Background: an optimization exercise with open tools, aiming at small area, a short achievable clock period and few clock cycles. Do not read the settings as production practice. The RTL was checked by simulation tests, not by an equivalence proof against the original design.

Setup of alpha:
==> flow/design.v <==
module interpolation (
    input           clk,
    input           RST,
    input           START,
    input   [5:0]   H0,
    input   [5:0]   V0,
    input   [3:0]   SW,
    input   [3:0]   SH,
    output          REN,
    input   [7:0]   R_DATA,
    output  [11:0]  ADDR,
    output  [7:0]   O_DATA,
    output          O_VALID
);
    parameter Q = 5;
    reg [5:0] h0;
    reg [3:0] dh, dv;            
    reg       ract;
    reg [4:0] rrow;              
    reg [3:0] rfv;               
    reg [5:0] rtop;              
    reg [3:0] rj;                
    reg       rph;               
    reg [11:0] addr;
    reg       ren;
    reg [2:0] cr;                
    reg       b1, v2, b2, v3, b3, p4;
    reg [3:0] f1, f2, f3;
    reg [7:0] rd, tp;
    reg [9:0] vp;
    reg [9:0] vr;
    reg [7:0] q [0:Q-1];
    reg [2:0] cnt;
    reg [4:0] oc;                
    reg [3:0] ofh;
    reg       hz, hc, hl;        
    reg [9:0] hp;
    reg [9:0] hr;
    reg       hv;
    reg [7:0] odata;
    reg       ovalid;
    assign REN = ren;
    assign ADDR = addr;
    assign O_DATA = odata;
    assign O_VALID = ovalid;
    localparam [4:0] FIRST = 5'd1, LAST = 5'd24;
    function [4:0] step;
        input [4:0] x;
        step = {x[3:0], x[4] ^ x[2]};
    endfunction
    function [19:0] lerp_a;
        input [7:0] a, b;
        input [3:0] f;
        reg [7:0] m0, m1, m2, m3;
        begin
            m0 = f[0] ? b : a;
            m1 = f[1] ? b : a;
            m2 = f[2] ? b : a;
            m3 = f[3] ? b : a;
            lerp_a[19:10] = {2'b0, a} + {2'b0, m0} + {1'b0, m1, 1'b0};
            lerp_a[9:0] = {2'b0, m2} + {1'b0, m3, 1'b0};
        end
    endfunction
    function [7:0] lerp_b;
        input [9:0] p;
        input [9:0] r;
        reg [11:0] s;
        begin
            s = {2'b0, p} + {r, 2'b0};
            lerp_b = s[11:4];
        end
    endfunction
    wire       prod = p4;
    wire [7:0] cval = lerp_b(vp, vr);
    wire [7:0] qL = q[0];
    wire [7:0] qR = q[1];
    wire       fire = (cnt != 3'd0) && (hz || cnt > 3'd1);
    wire       shift = fire && (hl || hc);
    wire [4:0] hsum = {1'b0, ofh} + {1'b0, dh};
    wire [4:0] hnext = {1'b0, hsum[3:0]} + {1'b0, dh};
    wire [4:0] ocnext = step(oc);
    wire       issue_first = ract && !rph && (cr != 3'd0 || shift);
    wire       issue = issue_first || (ract && rph);
    wire       direct = (rfv == 4'd0);
    wire       col_done = rph || (issue_first && direct);
    wire       row_done = col_done && (rj == dh);
    wire [4:0] vsum = {1'b0, rfv} + {1'b0, dv};
    wire [5:0] rbot = rtop + 6'd1;
    wire [2:0] wslot = cnt - {2'b0, shift};
    always @(posedge clk or posedge RST) begin
        if (RST) begin
            ract <= 1'b0;
            v2 <= 1'b0;
            v3 <= 1'b0;
            p4 <= 1'b0;
            cnt <= 3'd0;
            cr <= Q;
            hv <= 1'b0;
            ovalid <= 1'b0;
        end else begin
            v2 <= !ren;
            v3 <= v2;
            p4 <= v3 && (b3 || f3 == 4'd0);
            cr <= cr - {2'b0, issue_first} + {2'b0, shift};
            if (row_done && rrow == LAST) ract <= 1'b0;
            if (START) ract <= 1'b1;
            cnt <= cnt - {2'b0, shift} + {2'b0, prod};
            hv <= fire;
            ovalid <= hv;
        end
    end
    integer i;
    always @(posedge clk) begin
        rd <= R_DATA;
        tp <= rd;
        b1 <= rph;
        b2 <= b1;
        b3 <= b2;
        {vp, vr} <= lerp_a(b3 ? tp : rd, rd, f3);
        f1 <= rfv;
        f2 <= f1;
        f3 <= f2;
        ren <= !issue;
        addr <= {rph ? rbot : rtop, h0 + {2'b0, rj}};
        if (issue_first && !direct) rph <= 1'b1;
        if (col_done) begin
            rph <= 1'b0;
            if (row_done) begin
                rj <= 4'd0;
                rrow <= step(rrow);
                rfv <= vsum[3:0];
                if (vsum[4]) rtop <= rbot;
            end else begin
                rj <= rj + 4'd1;
            end
        end
        for (i = 0; i < Q; i = i + 1) begin
            if (prod && wslot == i)
                q[i] <= cval;
            else if (shift && i < Q - 1)
                q[i] <= q[i + 1];
        end
        {hp, hr} <= lerp_a(qL, qR, ofh);
        odata <= lerp_b(hp, hr);
        if (fire) begin
            if (hl) begin
                oc <= FIRST;
                ofh <= 4'd0;
                hz <= 1'b1;
                hc <= 1'b0;
                hl <= 1'b0;
            end else begin
                oc <= ocnext;
                ofh <= hsum[3:0];
                hz <= (hsum[3:0] == 4'd0);
                hc <= hnext[4];
                hl <= (ocnext == LAST);
            end
        end
        if (START) begin
            h0 <= H0;
            dh <= SW - 4'd1;
            dv <= SH - 4'd1;
            rtop <= V0;
            rfv <= 4'd0;
            rrow <= FIRST;
            rj <= 4'd0;
            rph <= 1'b0;
            oc <= FIRST;
            ofh <= 4'd0;
            hz <= 1'b1;
            hc <= 1'b0;
            hl <= 1'b0;
        end
    end
endmodule
clock: 12.0 ns
lec_check: 0
cap_margin: 20
core_margin: 2
core_utilization: 40
cts_buf_list: sky130_fd_sc_hd__clkbuf_8
place_density: 0.6
slew_margin: 20
standard.sh (not shown) runs the stock make flow with config.mk's settings and CLKGATE_MAP_FILE= SYNTH_SCRIPT=/design/flow/synth_recipe.tcl, a recipe that flattens the netlist after the stock synthesis.
==> flow/flow/run.sh <==
#!/bin/bash
# The standard layout, with repair_timing aiming below the clock period and
# port buffers of the smallest buffer cell.
set -euo pipefail
bash standard.sh SETUP_SLACK_MARGIN=8.8 "BUFFER_PORTS_ARGS=-buffer_cell sky130_fd_sc_hd__buf_1"  finish > flow_standard.log 2>&1
alpha has completed all stages; timing, DRC and antenna checks passed.
Testbench counts of alpha, summed over its fixed seeds: cycles 32,963.
The following lists how beta was set up differently from alpha:
==> flow/flow/run.sh <==
#!/bin/bash
# The standard layout, with repair_timing aiming below the clock period and
# port buffers of the smallest buffer cell.
set -euo pipefail
bash standard.sh SETUP_SLACK_MARGIN=8.6 "BUFFER_PORTS_ARGS=-buffer_cell sky130_fd_sc_hd__buf_1"  finish > flow_standard.log 2>&1
## What came out
Relative to alpha, the detailed route wirelength on metal3 measured on beta has decreased by a few percent.
alpha -> beta: number of stages on the worst hold path delta 0, exact match
NOTE: post-route worst setup slack in beta exceeds that of alpha
Delta (beta minus alpha): relative area change from synthesis to final layout decreased 0.71 points, met2 wire length decreased about 0.6%.

## port drivers added, routing unchanged
The results above use ideal ports. As a check the final layouts listed here were re-extracted and re-timed, cells and wires unchanged.
Step 1: set_driving_cell puts a clkbuf_16 on clk and a buf_2 on each other input, an assumption about the parent block.
Step 2, shift: input delay + t, output delay - t, t = (earliest + latest rising clock arrival at the registers) / 2. This alone moves slack from input paths to output paths.
Three values: ideal, step 1, step 2; two values: the first two.
run	t (ns)	slack for setup (ns)	worst setup path at the end	worst register clock-pin slew, ns	worst slew at a driven data input, ns
alpha	0.499	8.619 / 8.576 / 8.391	input to register	0.10 / 0.10	0.04
beta	0.496	8.622 / 8.579 / 8.395	input to register	0.10 / 0.10	0.04
After both steps setup and hold are still met in every run listed. For alpha, which loses most, drivers alone change the setup slack by -0.043 ns; drivers and shift together by -0.228 ns.
